Source: an optimization exercise on an open RTL-to-GDS flow (aim: small area). Production flows keep margins and buffers that such runs may drop.
Function was checked by simulation only, so behaviour that the tests miss may differ from the original.
Power is estimated from default activity; no workload was simulated. The clock port is modelled as an ideal driver; clocking choices that lean on that would not hold on a real chip.

--- flow/run.sh ---
#!/bin/bash
# The standard layout, with two changes: every input and output port is
# buffered with sky130_fd_sc_hd__buf_1 (the standard flow's buffer_ports picks
# a larger delay buffer), and the clock tree is built without dummy loads
# (CTS's load-balancing cells that drive nothing), with the same CTS settings
# as config.mk otherwise. make's full output goes to flow_make.log; each ORFS
# step keeps its own log under orfs/logs/.
set -euo pipefail
bash standard.sh \
  "BUFFER_PORTS_ARGS=-inputs -outputs -buffer_cell sky130_fd_sc_hd__buf_1" \
  "CTS_ARGS=-sink_clustering_enable -repair_clock_nets -sink_clustering_size 30 -sink_clustering_max_diameter 80 -buf_list sky130_fd_sc_hd__clkbuf_16 -dont_use_dummy_load" \
  finish > flow_make.log 2>&1
--- standard.sh ---
#!/bin/bash
# synth_recipe.tcl (not shown) runs the flow's synth.tcl, then flattens the netlist and writes it again
# the make line also repeats each setting of config.mk as NAME=value (left out here)
make -C /OpenROAD-flow-scripts/flow DESIGN_CONFIG=/design/flow/config.mk WORK_HOME=/design/flow/orfs CLKGATE_MAP_FILE= SYNTH_SCRIPT=/design/flow/synth_recipe.tcl "${@:-finish}"
--- config.mk ---
export PLATFORM = sky130hd
export DESIGN_NAME = kcpsm6
export DESIGN_NICKNAME = kcpsm6
export VERILOG_FILES = /design/flow/design.v
export SDC_FILE = /design/flow/constraint.sdc
export NUM_CORES = 4
export LEC_CHECK = 0
export CAP_MARGIN = 20
export CORE_MARGIN = 2
export CORE_UTILIZATION = 70
export CTS_BUF_LIST = sky130_fd_sc_hd__clkbuf_16
export CTS_CLUSTER_DIAMETER = 80
export CTS_CLUSTER_SIZE = 30
export PLACE_DENSITY = 0.85
export SLEW_MARGIN = 20
export SYNTH_HIERARCHICAL = 1
export SYNTH_MINIMUM_KEEP_SIZE = 0
--- constraint.sdc ---
create_clock -name core_clock -period 9.0 [get_ports {clk}]
set_input_delay 1.8000 -clock core_clock [delete_from_list [all_inputs] [get_ports {clk}]]
set_output_delay 1.8000 -clock core_clock [all_outputs]
set_load 0.01 [all_outputs]
--- design.v ---
`timescale 1ns / 1ps
module aoi222 (input a0, input b0, input a1, input b1, input a2, input b2, output y);
  assign y = ~((a0 & b0) | (a1 & b1) | (a2 & b2));
endmodule
module rdmux #(parameter N = 32) (input [N-1:0] s, input [N-1:0] d, output y);
  localparam G = N / 3, R = N % 3, P = G + (R != 0);
  wire [P-1:0] p;
  genvar i;
  generate
    for (i = 0; i < G; i = i + 1) begin : g
      aoi222 u (s[3*i], d[3*i], s[3*i+1], d[3*i+1], s[3*i+2], d[3*i+2], p[i]);
    end
    if (R == 2) begin : r2
      aoi222 u (s[3*G], d[3*G], s[3*G+1], d[3*G+1], s[0], d[0], p[G]);
    end
    if (R == 1) begin : r1
      assign p[G] = ~(s[3*G] & d[3*G]);
    end
  endgenerate
  assign y = ~&p;
endmodule
module nor2g (input a, input b, output y);
  assign y = ~(a | b);
endmodule
module dec #(parameter AW = 5, parameter W = 1)
  (input [AW-1:0] a, input we, output [(1<<AW)-1:0] y, output [(W ? (1<<AW) : 1)-1:0] w,
   output [(1<<AW)-1:0] y2, output [(W ? (1<<AW) : 1)-1:0] w2);
  localparam LA = AW / 2, NA = 1 << LA, NB = 1 << (AW - LA);
  wire [NA-1:0] pa_n, paw_n;
  wire [NB-1:0] pb_n;
  genvar i;
  generate
    for (i = 0; i < NA; i = i + 1) begin : pa
      assign pa_n[i] = ~(a[LA-1:0] == i);
      assign paw_n[i] = ~(we & (a[LA-1:0] == i));
    end
    for (i = 0; i < NB; i = i + 1) begin : pb
      assign pb_n[i] = ~(a[AW-1:LA] == i);
    end
    if (!W) begin : nw
      assign w = 1'b0;
      assign w2 = 1'b0;
    end
    for (i = 0; i < (1<<AW); i = i + 1) begin : d
      nor2g ur (.a(pa_n[i%NA]), .b(pb_n[i/NA]), .y(y[i]));
      nor2g ur2 (.a(pa_n[i%NA]), .b(pb_n[i/NA]), .y(y2[i]));
      if (W) begin : wr
        nor2g uw (.a(paw_n[i%NA]), .b(pb_n[i/NA]), .y(w[i]));
        nor2g uw2 (.a(paw_n[i%NA]), .b(pb_n[i/NA]), .y(w2[i]));
      end
    end
  endgenerate
endmodule
`timescale 1ps/1ps
module kcpsm6 (address, instruction, bram_enable, in_port, out_port, port_id, write_strobe, k_write_strobe, read_strobe, interrupt, interrupt_ack, sleep, reset, clk) ;
parameter [7:0] 	hwbuild = 8'h00 ;
parameter [11:0] 	interrupt_vector = 12'h3FF ;
parameter integer scratch_pad_memory_size = 64 ;   
output [11:0]	address ;
input	 [17:0]    	instruction ;
output		bram_enable ;
input	 [7:0]	in_port ;
output [7:0]	out_port ;
output [7:0]	port_id ;
output		write_strobe ;
output		k_write_strobe ;
output		read_strobe ;
input			interrupt ;
output		interrupt_ack ;
input			sleep ;
input			reset ;
input			clk ;
function lut_bit(input [63:0] init, input [5:0] idx);
  lut_bit = init[idx];
endfunction
wire	[2:1]		t_state_value ;
wire	[2:1]		t_state ;
wire 			run_value ;
wire              run ;
wire  		internal_reset_value ;
wire 			internal_reset ;
wire 			sync_sleep ;
wire 			int_enable_type ;
wire 			interrupt_enable_value ;
wire			interrupt_enable ;
wire			sync_interrupt ;
wire 			active_interrupt_value ;
wire 			active_interrupt ;
wire	[2:0]		arith_logical_sel ;
wire			arith_carry_in ;
wire			arith_carry_value ;
wire			arith_carry ;
wire 	[7:0]		half_arith_logical ;
wire 	[7:0]		logical_carry_mask ;
wire 	[7:0]		carry_arith_logical ;
wire 	[7:0]		arith_logical_value ;
wire 	[7:0]		arith_logical_result ;
wire 	[7:0]		shift_rotate_value ;
wire 	[7:0]		shift_rotate_result ;
wire			shift_in_bit ;
wire 	[7:0]		alu_result ;
wire 	[1:0]		alu_mux_sel_value ;
wire 	[1:0]		alu_mux_sel ;
wire			strobe_type ;
wire 			write_strobe_value ;
wire 			k_write_strobe_value ;
wire			read_strobe_value ;
wire			flag_enable_type ;
wire			flag_enable_value ;
wire			flag_enable ; 
wire			lower_parity ;
wire			lower_parity_sel ;
wire			carry_lower_parity ;
wire 			upper_parity ;
wire			parity ;
wire			shift_carry_value ;
wire			shift_carry ;
wire			carry_flag_value ;
wire			carry_flag ;
wire 			use_zero_flag_value ;
wire			use_zero_flag ;
wire 			drive_carry_in_zero ;
wire          	carry_in_zero ;
wire             	lower_zero ;
wire         	lower_zero_sel ;
wire       		carry_lower_zero ;
wire           	middle_zero ;
wire        	middle_zero_sel ;
wire      		carry_middle_zero ;
wire         	upper_zero_sel ;
wire        	zero_flag_value ;
wire              zero_flag ;
wire       		spm_enable_value ;
wire             	spm_enable ;
wire 	[7:0]		spm_ram_data ;
wire 	[7:0]		spm_data  ;
wire           	regbank_type ;
wire             	bank_value ;
wire              bank ;
wire          	loadstar_type ;
wire         	sx_addr4_value ;
wire   		register_enable_type ;
wire  		register_enable_value ;
wire        	register_enable ;
wire 	[4:0]		sx_addr ;
wire 	[4:0]		sy_addr ;
wire 	[7:0]		sx ;
wire 	[7:0]		sy ;
wire 	[7:0]		sy_or_kk ;
wire       		pc_move_is_valid ;
wire              move_type ;
wire           	returni_type ;
wire 	[2:0]		pc_mode ;
wire 	[11:0]	register_vector ;
wire 	[11:0]	half_pc ;
wire 	[10:0]	carry_pc ;
wire 	[11:0]	pc_value ;
wire 	[11:0]	pc ;
wire 	[11:0]	pc_vector ;
wire             	push_stack ;
wire              pop_stack ;
wire 	[11:0]	stack_memory ;
wire 	[11:0]	return_vector ;
wire       		stack_carry_flag ;
wire      		shadow_carry_flag ;
wire        	stack_zero_flag ;
wire      		shadow_zero_value ;
wire       		shadow_zero_flag ;
wire             	stack_bank ;
wire            	shadow_bank ;
wire            	special_bit ;
wire 	[4:0]		half_pointer_value ;
wire 	[4:0]		feed_pointer_value ;
wire 	[4:0]		stack_pointer_carry ;
wire 	[4:0]		stack_pointer_value ;
wire 	[4:0]		stack_pointer ;
assign internal_reset_value = lut_bit(64'hFFFFF55500000EEE, {1'b1, reset, t_state[2], stack_pointer_carry[4], internal_reset, run});
assign run_value = lut_bit(64'hFFFFF55500000EEE, {1'b0, reset, t_state[2], stack_pointer_carry[4], internal_reset, run});
reg run_flop_q;
always @(posedge clk) run_flop_q <= run_value;
assign run = run_flop_q;
reg internal_reset_flop_q;
always @(posedge clk) internal_reset_flop_q <= internal_reset_value;
assign internal_reset = internal_reset_flop_q;
reg sync_sleep_flop_q;
always @(posedge clk) sync_sleep_flop_q <= sleep;
assign sync_sleep = sync_sleep_flop_q;
assign t_state_value[2] = lut_bit(64'h0083000B00C4004C, {1'b1, special_bit, internal_reset, sync_sleep, t_state[2], t_state[1]});
assign t_state_value[1] = lut_bit(64'h0083000B00C4004C, {1'b0, special_bit, internal_reset, sync_sleep, t_state[2], t_state[1]});
reg t_state1_flop_q;
always @(posedge clk) t_state1_flop_q <= t_state_value[1];
assign t_state[1] = t_state1_flop_q;
reg t_state2_flop_q;
always @(posedge clk) t_state2_flop_q <= t_state_value[2];
assign t_state[2] = t_state2_flop_q;
assign int_enable_type = lut_bit(64'h0010000000000800, {1'b1, instruction[17], instruction[16], instruction[15], instruction[14], instruction[13]});
assign loadstar_type = lut_bit(64'h0010000000000800, {1'b0, instruction[17], instruction[16], instruction[15], instruction[14], instruction[13]});
assign interrupt_enable_value = lut_bit(64'h000000000000CAAA, {internal_reset, active_interrupt, t_state[1], int_enable_type, instruction[0], interrupt_enable});                     
reg interrupt_enable_flop_q;
always @(posedge clk) interrupt_enable_flop_q <= interrupt_enable_value;
assign interrupt_enable = interrupt_enable_flop_q;
reg sync_interrupt_flop_q;
always @(posedge clk) sync_interrupt_flop_q <= interrupt;
assign sync_interrupt = sync_interrupt_flop_q;
assign sx_addr4_value = lut_bit(64'hCC33FF0080808080, {1'b1, loadstar_type, bank, sync_interrupt, t_state[2], interrupt_enable});
assign active_interrupt_value = lut_bit(64'hCC33FF0080808080, {1'b0, loadstar_type, bank, sync_interrupt, t_state[2], interrupt_enable});
reg active_interrupt_flop_q;
always @(posedge clk) active_interrupt_flop_q <= active_interrupt_value;
assign active_interrupt = active_interrupt_flop_q;
reg interrupt_ack_flop_q;
always @(posedge clk) interrupt_ack_flop_q <= active_interrupt;
assign interrupt_ack = interrupt_ack_flop_q;
assign pc_move_is_valid = lut_bit(64'h5A3CFFFF00000000, {instruction[17], instruction[16], instruction[15], instruction[14], zero_flag, carry_flag});
assign move_type = lut_bit(64'h7777027700000200, {1'b1, instruction[16], instruction[15], instruction[14], instruction[13], instruction[12]});
assign returni_type = lut_bit(64'h7777027700000200, {1'b0, instruction[16], instruction[15], instruction[14], instruction[13], instruction[12]});
assign pc_mode[1] = lut_bit(64'h0000F000000023FF, {1'b1, active_interrupt, pc_move_is_valid, move_type, returni_type, instruction[12]});
assign pc_mode[0] = lut_bit(64'h0000F000000023FF, {1'b0, active_interrupt, pc_move_is_valid, move_type, returni_type, instruction[12]});
assign pc_mode[2] = lut_bit(64'hFFFFFFFF00040000, {active_interrupt, instruction[17], instruction[16], instruction[15], instruction[14], instruction[12]});
assign push_stack = lut_bit(64'hFFFF100000002000, {1'b1, active_interrupt, pc_move_is_valid, move_type, instruction[13], instruction[12]});
assign pop_stack = lut_bit(64'hFFFF100000002000, {1'b0, active_interrupt, pc_move_is_valid, move_type, instruction[13], instruction[12]});
assign arith_logical_sel[0] = lut_bit(64'h03CA000004200000, {1'b1, 1'b1, instruction[16], instruction[15], instruction[14], instruction[13]});
assign alu_mux_sel_value[0] = lut_bit(64'h03CA000004200000, {1'b0, 1'b1, instruction[16], instruction[15], instruction[14], instruction[13]});
assign alu_mux_sel[0] = alu_mux_sel_value[0];
assign arith_carry_in = lut_bit(64'h7708000000000F00, {1'b1, instruction[16], instruction[15], instruction[14], instruction[13], carry_flag});
assign alu_mux_sel_value[1] = lut_bit(64'h7708000000000F00, {1'b0, instruction[16], instruction[15], instruction[14], instruction[13], carry_flag});                     
assign alu_mux_sel[1] = alu_mux_sel_value[1];
assign arith_logical_sel[2] = lut_bit(64'hD000000002000000, {1'b1, 1'b1, 1'b1, instruction[16], instruction[15], instruction[14]});
assign arith_logical_sel[1] = lut_bit(64'hD000000002000000, {1'b0, 1'b1, 1'b1, instruction[16], instruction[15], instruction[14]});
assign register_enable_type = lut_bit(64'h00013F3F0010F7CE, {1'b1, instruction[17], instruction[16], instruction[15], instruction[14], instruction[13]});
assign flag_enable_type = lut_bit(64'h00013F3F0010F7CE, {1'b0, instruction[17], instruction[16], instruction[15], instruction[14], instruction[13]});
assign register_enable_value = lut_bit(64'hC0CC0000A0AA0000, {1'b1, t_state[1], instruction[17], instruction[12], register_enable_type, flag_enable_type});
assign flag_enable_value = lut_bit(64'hC0CC0000A0AA0000, {1'b0, t_state[1], instruction[17], instruction[12], register_enable_type, flag_enable_type});
reg flag_enable_flop_q;
always @(posedge clk) flag_enable_flop_q <= (active_interrupt) ? 1'b0 : (flag_enable_value);
assign flag_enable = flag_enable_flop_q;
reg register_enable_flop_q;
always @(posedge clk) register_enable_flop_q <= (active_interrupt) ? 1'b0 : (register_enable_value);
assign register_enable = register_enable_flop_q;
assign spm_enable_value = lut_bit(64'h8000000020000000, {1'b1, t_state[1], strobe_type, instruction[17], instruction[14], instruction[13]});
assign k_write_strobe_value = lut_bit(64'h8000000020000000, {1'b0, t_state[1], strobe_type, instruction[17], instruction[14], instruction[13]});
reg k_write_strobe_flop_q;
always @(posedge clk) k_write_strobe_flop_q <= (active_interrupt) ? 1'b0 : (k_write_strobe_value);
assign k_write_strobe = k_write_strobe_flop_q;
reg spm_enable_flop_q;
always @(posedge clk) spm_enable_flop_q <= (active_interrupt) ? 1'b0 : (spm_enable_value);
assign spm_enable = spm_enable_flop_q;
assign write_strobe_value = lut_bit(64'h4000000001000000, {1'b1, t_state[1], strobe_type, instruction[17], instruction[14], instruction[13]});
assign read_strobe_value = lut_bit(64'h4000000001000000, {1'b0, t_state[1], strobe_type, instruction[17], instruction[14], instruction[13]});
reg write_strobe_flop_q;
always @(posedge clk) write_strobe_flop_q <= (active_interrupt) ? 1'b0 : (write_strobe_value);
assign write_strobe = write_strobe_flop_q;
reg read_strobe_flop_q;
always @(posedge clk) read_strobe_flop_q <= (active_interrupt) ? 1'b0 : (read_strobe_value);
assign read_strobe = read_strobe_flop_q;
assign regbank_type = lut_bit(64'h0080020000000000, {instruction[17], instruction[16], instruction[15], instruction[14], instruction[13], instruction[12]});
assign bank_value = lut_bit(64'hACACFF00FF00FF00, {t_state[1], regbank_type, bank, instruction[16], shadow_bank, instruction[0]});                     
reg bank_flop_q;
always @(posedge clk) bank_flop_q <= (internal_reset) ? 1'b0 : (bank_value);
assign bank = bank_flop_q;
reg sx_addr4_flop_q;
always @(posedge clk) sx_addr4_flop_q <= sx_addr4_value;
assign sx_addr[4] = sx_addr4_flop_q;
assign sx_addr[3:0] = instruction[11:8] ;
assign sy_addr = {bank, instruction[7:4]} ;
wire alu_sub = arith_logical_sel[2] & ~arith_logical_sel[0] ;
wire [8:0] alu_sum = {1'b0, sx} + {1'b0, alu_sub ? ~sy_or_kk : sy_or_kk} + {8'b0, arith_carry_in} ;
wire [7:0] alu_logic = arith_logical_sel[1] ? (arith_logical_sel[0] ? sx ^ sy_or_kk : sx | sy_or_kk) :
                                              (arith_logical_sel[0] ? sx & sy_or_kk : sy_or_kk) ;
assign arith_logical_value = arith_logical_sel[2] ? alu_sum[7:0] : alu_logic ;
assign arith_carry_value = arith_logical_sel[2] & alu_sum[8] ;
assign arith_carry = arith_carry_value;
assign lower_parity_sel = lut_bit(64'h0000000087780000, {1'b1, 1'b1, arith_logical_result[1], arith_logical_result[0], carry_flag, instruction[13]});
assign lower_parity = lut_bit(64'h0000000087780000, {1'b0, 1'b1, arith_logical_result[1], arith_logical_result[0], carry_flag, instruction[13]});  
assign carry_lower_parity = (lower_parity_sel) ? (1'b0) : (lower_parity);
assign upper_parity = lut_bit(64'h6996966996696996, {arith_logical_result[7], arith_logical_result[6], arith_logical_result[5], arith_logical_result[4], arith_logical_result[3], arith_logical_result[2]});                     
assign parity = (carry_lower_parity) ^ (upper_parity);
assign shift_carry_value = lut_bit(64'hFFFFAACCF0F0F0F0, {instruction[16], instruction[7], instruction[3], shadow_carry_flag, sx[7], sx[0]});                     
reg shift_carry_flop_q;
always @(posedge clk) shift_carry_flop_q <= shift_carry_value;
assign shift_carry = shift_carry_flop_q;
assign carry_flag_value = lut_bit(64'h3333AACCF0AA0000, {instruction[16], instruction[15], instruction[14], parity, arith_carry, shift_carry});
assign drive_carry_in_zero = lut_bit(64'h3333AACCF0AA0000, {1'b0, instruction[15], instruction[14], parity, arith_carry, shift_carry});  
reg carry_flag_flop_q;
always @(posedge clk) carry_flag_flop_q <= (internal_reset) ? 1'b0 : (flag_enable) ? (carry_flag_value) : carry_flag_flop_q;
assign carry_flag = carry_flag_flop_q;
assign carry_in_zero = (carry_flag_value) ? (1'b0) : (drive_carry_in_zero);
assign use_zero_flag_value = lut_bit(64'hA280000000F000F0, {1'b1, 1'b1, instruction[16], instruction[15], instruction[14], instruction[13]});
assign strobe_type = lut_bit(64'hA280000000F000F0, {1'b0, 1'b1, instruction[16], instruction[15], instruction[14], instruction[13]});                     
assign use_zero_flag = use_zero_flag_value;
assign lower_zero_sel = lut_bit(64'h0000000000000001, {1'b1, alu_result[4], alu_result[3], alu_result[2], alu_result[1], alu_result[0]});
assign lower_zero = lut_bit(64'h0000000000000001, {1'b0, alu_result[4], alu_result[3], alu_result[2], alu_result[1], alu_result[0]});                     
assign carry_lower_zero = (lower_zero_sel) ? (carry_in_zero) : (lower_zero);
assign middle_zero_sel = lut_bit(64'h0000000D00000000, {1'b1, alu_result[7], alu_result[6], alu_result[5], zero_flag, use_zero_flag});
assign middle_zero = lut_bit(64'h0000000D00000000, {1'b0, alu_result[7], alu_result[6], alu_result[5], zero_flag, use_zero_flag});                     
assign carry_middle_zero = (middle_zero_sel) ? (carry_lower_zero) : (middle_zero);
assign upper_zero_sel = lut_bit(64'hFBFF000000000000, {1'b1, 1'b1, 1'b1, instruction[16], instruction[15], instruction[14]});                     
assign zero_flag_value = (upper_zero_sel) ? (carry_middle_zero) : (shadow_zero_flag);
reg zero_flag_flop_q;
always @(posedge clk) zero_flag_flop_q <= (internal_reset) ? 1'b0 : (flag_enable) ? (zero_flag_value) : zero_flag_flop_q;
assign zero_flag = zero_flag_flop_q;
assign register_vector = {sx[3:0], sy} ;
genvar i ;
genvar j ;
generate
for (i = 0 ; i <= 11 ; i = i+1)
begin : address_loop
parameter [7:0] id4 = 8'h30 + i/4 ;
parameter [7:0] id8 = 8'h30 + i/8 ;
parameter [7:0] ip4d8 = 8'h30 + (i+4)/8 ;	  
assign return_vector[i] = stack_memory[i];
if (i % 2 == 0) begin: output_data
assign pc_vector[i+1] = lut_bit(64'hFF00F0F0CCCCAAAA, {1'b1, instruction[12], return_vector[i+1], instruction[i+1], return_vector[i], instruction[i]});
assign pc_vector[i] = lut_bit(64'hFF00F0F0CCCCAAAA, {1'b0, instruction[12], return_vector[i+1], instruction[i+1], return_vector[i], instruction[i]});
end 
reg pc_flop_q;
always @(posedge clk) pc_flop_q <= (internal_reset) ? 1'b0 : (t_state[1]) ? (pc_value[i]) : pc_flop_q;
assign pc[i] = pc_flop_q;
if (i == 0) begin: lsb_pc
if (interrupt_vector[i] == 1'b0) begin: low_int_vector
assign half_pc[i] = lut_bit(64'h00AA000033CC0F00, {pc_mode[2], pc_mode[1], pc_mode[0], pc[i], pc_vector[i], register_vector[i]});
end 
if (interrupt_vector[i] == 1'b1) begin: high_int_vector
assign half_pc[i] = lut_bit(64'h00AA00FF33CC0F00, {pc_mode[2], pc_mode[1], pc_mode[0], pc[i], pc_vector[i], register_vector[i]});
end 
assign pc_value[i] = (1'b0) ^ (half_pc[i]);
assign carry_pc[i] = (half_pc[i]) ? (1'b0) : (pc_mode[0]);
end 
if (i > 0) begin : upper_pc
if (interrupt_vector[i] == 1'b0) begin: low_int_vector
assign half_pc[i] = lut_bit(64'h00AA0000CCCCF000, {pc_mode[2], pc_mode[1], pc_mode[0], pc[i], pc_vector[i], register_vector[i]});
end 
if (interrupt_vector[i] == 1'b1) begin: high_int_vector
assign half_pc[i] = lut_bit(64'h00AA00FFCCCCF000, {pc_mode[2], pc_mode[1], pc_mode[0], pc[i], pc_vector[i], register_vector[i]});
end 
assign pc_value[i] = (carry_pc[i-1]) ^ (half_pc[i]);
if (i < 11) begin: mid_pc
assign carry_pc[i] = (half_pc[i]) ? (carry_pc[i-1]) : (1'b0);
end 
end 
end 
endgenerate
assign shadow_carry_flag = stack_carry_flag;
reg stack_zero_flop_q;
always @(posedge clk) stack_zero_flop_q <= stack_zero_flag;
assign shadow_zero_value = stack_zero_flop_q;
assign shadow_zero_flag = shadow_zero_value;
assign shadow_bank = stack_bank;
assign special_bit = 1'b1 ;
wire [31:0] sp_sel ;
wire [14:0] stack_wd = {zero_flag, carry_flag, bank, pc} ;
wire [14:0] stack_rd ;
wire [31:0] sp_wr ;
wire [31:0] sp_sel2 ;
wire [31:0] sp_wr2 ;
dec #(.AW(5), .W(1)) sp_dec (.a(stack_pointer[4:0]), .we(t_state[1]), .y(sp_sel), .w(sp_wr), .y2(sp_sel2), .w2(sp_wr2)) ;
reg [14:0] stack_mem [0:30] ;
generate
for (i = 0 ; i < 31 ; i = i+1) begin : stack_word
  always @(posedge clk) if (sp_wr[i]) stack_mem[i][7:0] <= stack_wd[7:0] ;
  always @(posedge clk) if (sp_wr2[i]) stack_mem[i][14:8] <= stack_wd[14:8] ;
end
for (j = 0 ; j < 15 ; j = j+1) begin : stack_bit_rd
  wire [30:0] col ;
  for (i = 0 ; i < 31 ; i = i+1) begin : c
    assign col[i] = stack_mem[i][j] ;
  end
  rdmux #(.N(31)) u (.s(sp_sel[31:1]), .d(col), .y(stack_rd[j])) ;
end
endgenerate
assign {stack_zero_flag, stack_carry_flag, stack_bank, stack_memory} = stack_rd ;
wire [4:0] sp_step = t_state[2] ? 5'd1 :
                     t_state[1] ? (push_stack ? 5'd0 : pop_stack ? 5'd30 : 5'd31) : 5'd0 ;
assign stack_pointer_value = stack_pointer + sp_step ;
assign stack_pointer_carry = {&stack_pointer, 4'b0000} ;
reg [4:0] pointer_q ;
always @(posedge clk) pointer_q <= internal_reset ? 5'd0 : stack_pointer_value ;
assign stack_pointer = pointer_q ;
generate
for (i = 0 ; i <= 7 ; i = i+1)
begin : data_path_loop
parameter [7:0]	id1 = 8'h30 + i ;
parameter [7:0]	id2 = 8'h30 + i/2 ;
parameter [7:0]	id4 = 8'h30 + i/4 ;
if (i % 2 == 0) begin: output_data
assign sy_or_kk[i+1] = lut_bit(64'hFF00F0F0CCCCAAAA, {1'b1, instruction[12], instruction[i+1], sy[i+1], instruction[i], sy[i]});
assign sy_or_kk[i] = lut_bit(64'hFF00F0F0CCCCAAAA, {1'b0, instruction[12], instruction[i+1], sy[i+1], instruction[i], sy[i]});
end 
if (i % 2 == 0) begin: second_operand
assign out_port[i+1] = lut_bit(64'hFF00F0F0CCCCAAAA, {1'b1, instruction[13], instruction[i+5], sx[i+1], instruction[i+4], sx[i]});
assign out_port[i] = lut_bit(64'hFF00F0F0CCCCAAAA, {1'b0, instruction[13], instruction[i+5], sx[i+1], instruction[i+4], sx[i]});
end 
if (i == 0) begin: lsb_shift_rotate
assign shift_in_bit = lut_bit(64'hBFBC8F8CB3B08380, {sx[7], sx[0], carry_flag, instruction[2], instruction[1], instruction[0]});
assign shift_rotate_value[i+1] = lut_bit(64'hFF00F0F0CCCCAAAA, {1'b1, instruction[3], sx[i+2], sx[i], sx[i+1], shift_in_bit});
assign shift_rotate_value[i] = lut_bit(64'hFF00F0F0CCCCAAAA, {1'b0, instruction[3], sx[i+2], sx[i], sx[i+1], shift_in_bit});
end 
if (i == 2 || i == 4) begin: mid_shift_rotate
assign shift_rotate_value[i+1] = lut_bit(64'hFF00F0F0CCCCAAAA, {1'b1, instruction[3], sx[i+2], sx[i], sx[i+1], sx[i-1]});
assign shift_rotate_value[i] = lut_bit(64'hFF00F0F0CCCCAAAA, {1'b0, instruction[3], sx[i+2], sx[i], sx[i+1], sx[i-1]});
end 
if (i == 6) begin: msb_shift_rotate
assign shift_rotate_value[i+1] = lut_bit(64'hFF00F0F0CCCCAAAA, {1'b1, instruction[3], shift_in_bit, sx[i], sx[i+1], sx[i-1]});
assign shift_rotate_value[i] = lut_bit(64'hFF00F0F0CCCCAAAA, {1'b0, instruction[3], shift_in_bit, sx[i], sx[i+1], sx[i-1]});
end 
end 
endgenerate
reg [7:0] result_q ;
always @(posedge clk)
  result_q <= alu_mux_sel_value[1] ? spm_ram_data :
              alu_mux_sel_value[0] ? (instruction[7] ? hwbuild : shift_rotate_value) :
              arith_logical_value ;
assign alu_result = (alu_mux_sel[1] & ~alu_mux_sel[0]) ? in_port : result_q ;
assign arith_logical_result = result_q ;
wire [63:0] spm_sel ;
wire [63:0] spm_wr ;
dec #(.AW(6), .W(1)) spm_dec (.a(sy_or_kk[5:0]), .we(spm_enable), .y(spm_sel), .w(spm_wr), .y2(), .w2()) ;
reg [7:0] spm_mem [0:63] ;
generate
for (i = 0 ; i < 64 ; i = i+1) begin : spm_word
  always @(posedge clk) if (spm_wr[i]) spm_mem[i] <= sx ;
end
for (j = 0 ; j < 8 ; j = j+1) begin : spm_bit_rd
  wire [63:0] col ;
  for (i = 0 ; i < 64 ; i = i+1) begin : c
    assign col[i] = spm_mem[i][j] ;
  end
  rdmux #(.N(64)) u (.s(spm_sel), .d(col), .y(spm_ram_data[j])) ;
end
endgenerate
wire [31:0] sx_sel ;
wire [31:0] sy_sel ;
wire [31:0] sx_wr ;
dec #(.AW(5), .W(1)) sx_dec (.a(sx_addr), .we(register_enable), .y(sx_sel), .w(sx_wr), .y2(), .w2()) ;
wire sy_unused ;
dec #(.AW(5), .W(0)) sy_dec (.a(sy_addr), .we(1'b0), .y(sy_sel), .w(sy_unused), .y2(), .w2()) ;
reg [7:0] reg_mem [0:31] ;
generate
for (i = 0 ; i < 32 ; i = i+1) begin : reg_word
  always @(posedge clk) if (sx_wr[i]) reg_mem[i] <= alu_result ;
end
for (j = 0 ; j < 8 ; j = j+1) begin : reg_bit_rd
  wire [31:0] col ;
  for (i = 0 ; i < 32 ; i = i+1) begin : c
    assign col[i] = reg_mem[i][j] ;
  end
  rdmux #(.N(32)) ux (.s(sx_sel), .d(col), .y(sx[j])) ;
  rdmux #(.N(32)) uy (.s(sy_sel), .d(col), .y(sy[j])) ;
end
endgenerate
assign address = pc;
assign bram_enable = t_state[2];
assign port_id = sy_or_kk;
endmodule
==> impl_metrics.json <==
{
  "status": "complete, no violations",
  "cts_made_buffers": 51,
  "hold_viol_final": 0,
  "arrival_ns": 8.04,
  "tightest_slew_ns": 1.15,
  "fin_crit_sh_pct": 83.4,
  "grt_pass1_wl_mm": 195,
  "p_leak_nw": 16.6,
  "die_height_um": 269,
  "root_buffer": "clkbuf_16",
  "ir_worst_vdd_uv": 267,
  "synth_nets": 2927,
  "grt_pass1_vias": 29615,
  "ios": 63,
  "via_per_inst": 8.09,
  "cts_hold_buf": 0,
  "fin_nets": 3036,
  "cts.sink_count": 1279,
  "grt_overflow_total": 0,
  "drt_pre_antenna_iters": 22,
  "drc": 0,
  "clk_latency_ns": 0.67,
  "area_delta_synth_final_pct": 5.65,
  "die_w_um": 269,
  "setup_violations": 0,
  "dieArea_mm2": 0.0724,
  "drt-initial-drc-count": 8833,
  "clockBufferDepth": 3,
  "max_cap_violations": 0,
  "skew_ns": 0.0983,
  "end_kind": "flop",
  "synth_warnings": 10,
  "core_mm2": 0.0698,
  "row_count": 97,
  "post_cts_buffers": 0,
  "hold_path.class": "reg2reg",
  "rsz0062_at_grt": "no",
  "final_cell_mix": "1233 x edfxtp_1, 495 x a222oi_1, 365 x nor2_1",
  "num_vias": 31607,
  "r2r_slack_ns": 2.56,
  "r2r-end": "result_q[3]",
  "fmax_mhz": 133,
  "power_mw": 10.1,
  "ant_nets": 0,
  "postCtsResizedCells": 0,
  "design_area_mm2": 0.0520,
  "nFillCells": 4006,
  "place_congestion": 1.05,
  "powerDensity_mw_per_mm2": 195,
  "hold_start": "run_flop_q",
  "synth.avg_cell_area_um2": 17.2,
  "syn_inst": 2857,
  "drt_wl_total_mm": 134,
  "report.final.slew_viol_count": 0,
  "crit_fanout": 18,
  "period_needed_ns": 7.51,
  "timing.rr.start": "bank_flop_q",
  "post_drt_wl_per_cell_um": 34.4,
  "post_dp_cell_area_mm2": 0.0507,
  "drive_gt1_share_pct": 5.30,
  "port_buffers": 62,
  "hold_depth": 1,
  "critPathKind": "in2reg",
  "grt_util_all_layers_pct": 36.4,
  "start_util_pct": 70.5,
  "antenna_found_initial": 7,
  "h-tree-depth": 2,
  "max-slew-margin-rel_pct": 22.9,
  "finalSetupTns_ns": 0,
  "synth_area_mm2": 0.0492,
  "dpl.hpwl_mm": 88.3,
  "grt_max_degree": 70,
  "hold-path-endpoint": "internal_reset_flop_q",
  "r2r_cells": 16,
  "cts_tree": "built",
  "final_common_cell": "edfxtp_1",
  "crit_path_start_kind": "input pin",
  "required_ns": 9.54,
  "clk_pin_slew_ns": 0.11
}
-- registers in the layout, indices dropped and copies added (netlist names), 5 cells and up --
name / cells
reg_mem: 256
spm_mem: 512
result_q: 8
pointer_q: 5
address_loop.pc_flop_q: 12
stack_mem: 465
-- power breakdown --
part / switching [mW] / internal [mW] / leakage, nW / total (mW)
combinational: 0.623 / 0.194 / 3.75 / 0.817
clock: 1.62 / 1.02 / 0.629 / 2.64
sequential: 0.0226 / 6.66 / 12.2 / 6.68
-- how the worst max path moves through the flow --
stage | from | endpoint | slack (ns) | cells after the start
after detailed placement | instruction[7] | result_q[3] | 1.18 | 16
after floorplan | instruction[10] | out_port[1] | 2.54 | 8
final | instruction[7] | result_q[3] | 1.49 | 16
after CTS | instruction[7] | result_q[3] | 1.89 | 16
after global placement | instruction[7] | result_q[1] | 1.35 | 16
after global routing | instruction[7] | result_q[3] | 1.40 | 16
-- critical path: stages --
cell and delay [ns]:
buf_1 0.64, or3b_1 0.33, nor2_1 0.17, a222oi_1 0.51, nand4_1 0.28, or3_1 0.46, mux2i_1 0.43, inv_1 0.35
or3b_1 0.77, nor2_1 0.31, a222oi_1 0.45, nand4_1 0.34, nor4_1 0.57, nand2_1 0.16, a222oi_1 0.33, o21ai_0 0.14
-- stage by stage --
step | hold WS (ns) | setup WS, ns | utilization, % | cells
floorplan | 0.358 | 2.54 | - | 2857
global route | 0.413 | 1.40 | 74.5 | 3904
global placement | 0.361 | 1.35 | 72.6 | 3853
CTS | 0.407 | 1.89 | 74.5 | 3904
finish | 0.411 | 1.49 | 74.5 | 3908
detailed placement | 0.382 | 1.18 | 72.6 | 3853
-- area by class of cell --
type / count / area (um2) / area share, %
sequential: 1279 / 37900 / 73.0
multi-input combinational: 1485 / 10800 / 20.8
clock buffer: 51 / 1280 / 2.46
tap: 940 / 1180 / 2.26
timing repair buffer: 121 / 678 / 1.30
inverter: 28 / 105 / 0.202
antenna: 4 / 10.0 / 0.0193
-- layer usage --
| metal | global-route usage, % | vias to the layer above | routed length (um) |
|---|---|---|---|
| met5 | 0 | - | 101 |
| met4 | 12.9 | 14 | 6160 |
| met3 | 7.67 | 472 | 19600 |
| met2 | 57.7 | 3016 | 62700 |
| met1 | 51.2 | 15424 | 45700 |
| li1 | - | 12681 | - |

-- separate check: timing with driven ports --
The results above use ideal ports. As a check the final layout listed here was re-extracted and re-timed, cells and wires unchanged.
Step 1, drivers: a clkbuf_16 drives clk and a buf_2 each remaining input, both assumed.
Step 2, shift: input delay + t, output delay - t, t = (earliest + latest rising clock arrival at the registers) / 2. This alone moves slack from input paths to output paths.
Three values: no drivers, after step 1, after step 2; two values: the first two.
t, ns: 0.694
setup slack, ns: 1.492 / 1.504 / 0.812
worst setup path after step 2: input to register
worst data-port slew with drivers (ns): 0.15
pins driven straight from the clock port: 1
After both steps setup and hold are still met in this run. For this run, drivers alone change the setup slack by +0.012 ns; drivers and shift together by -0.680 ns.
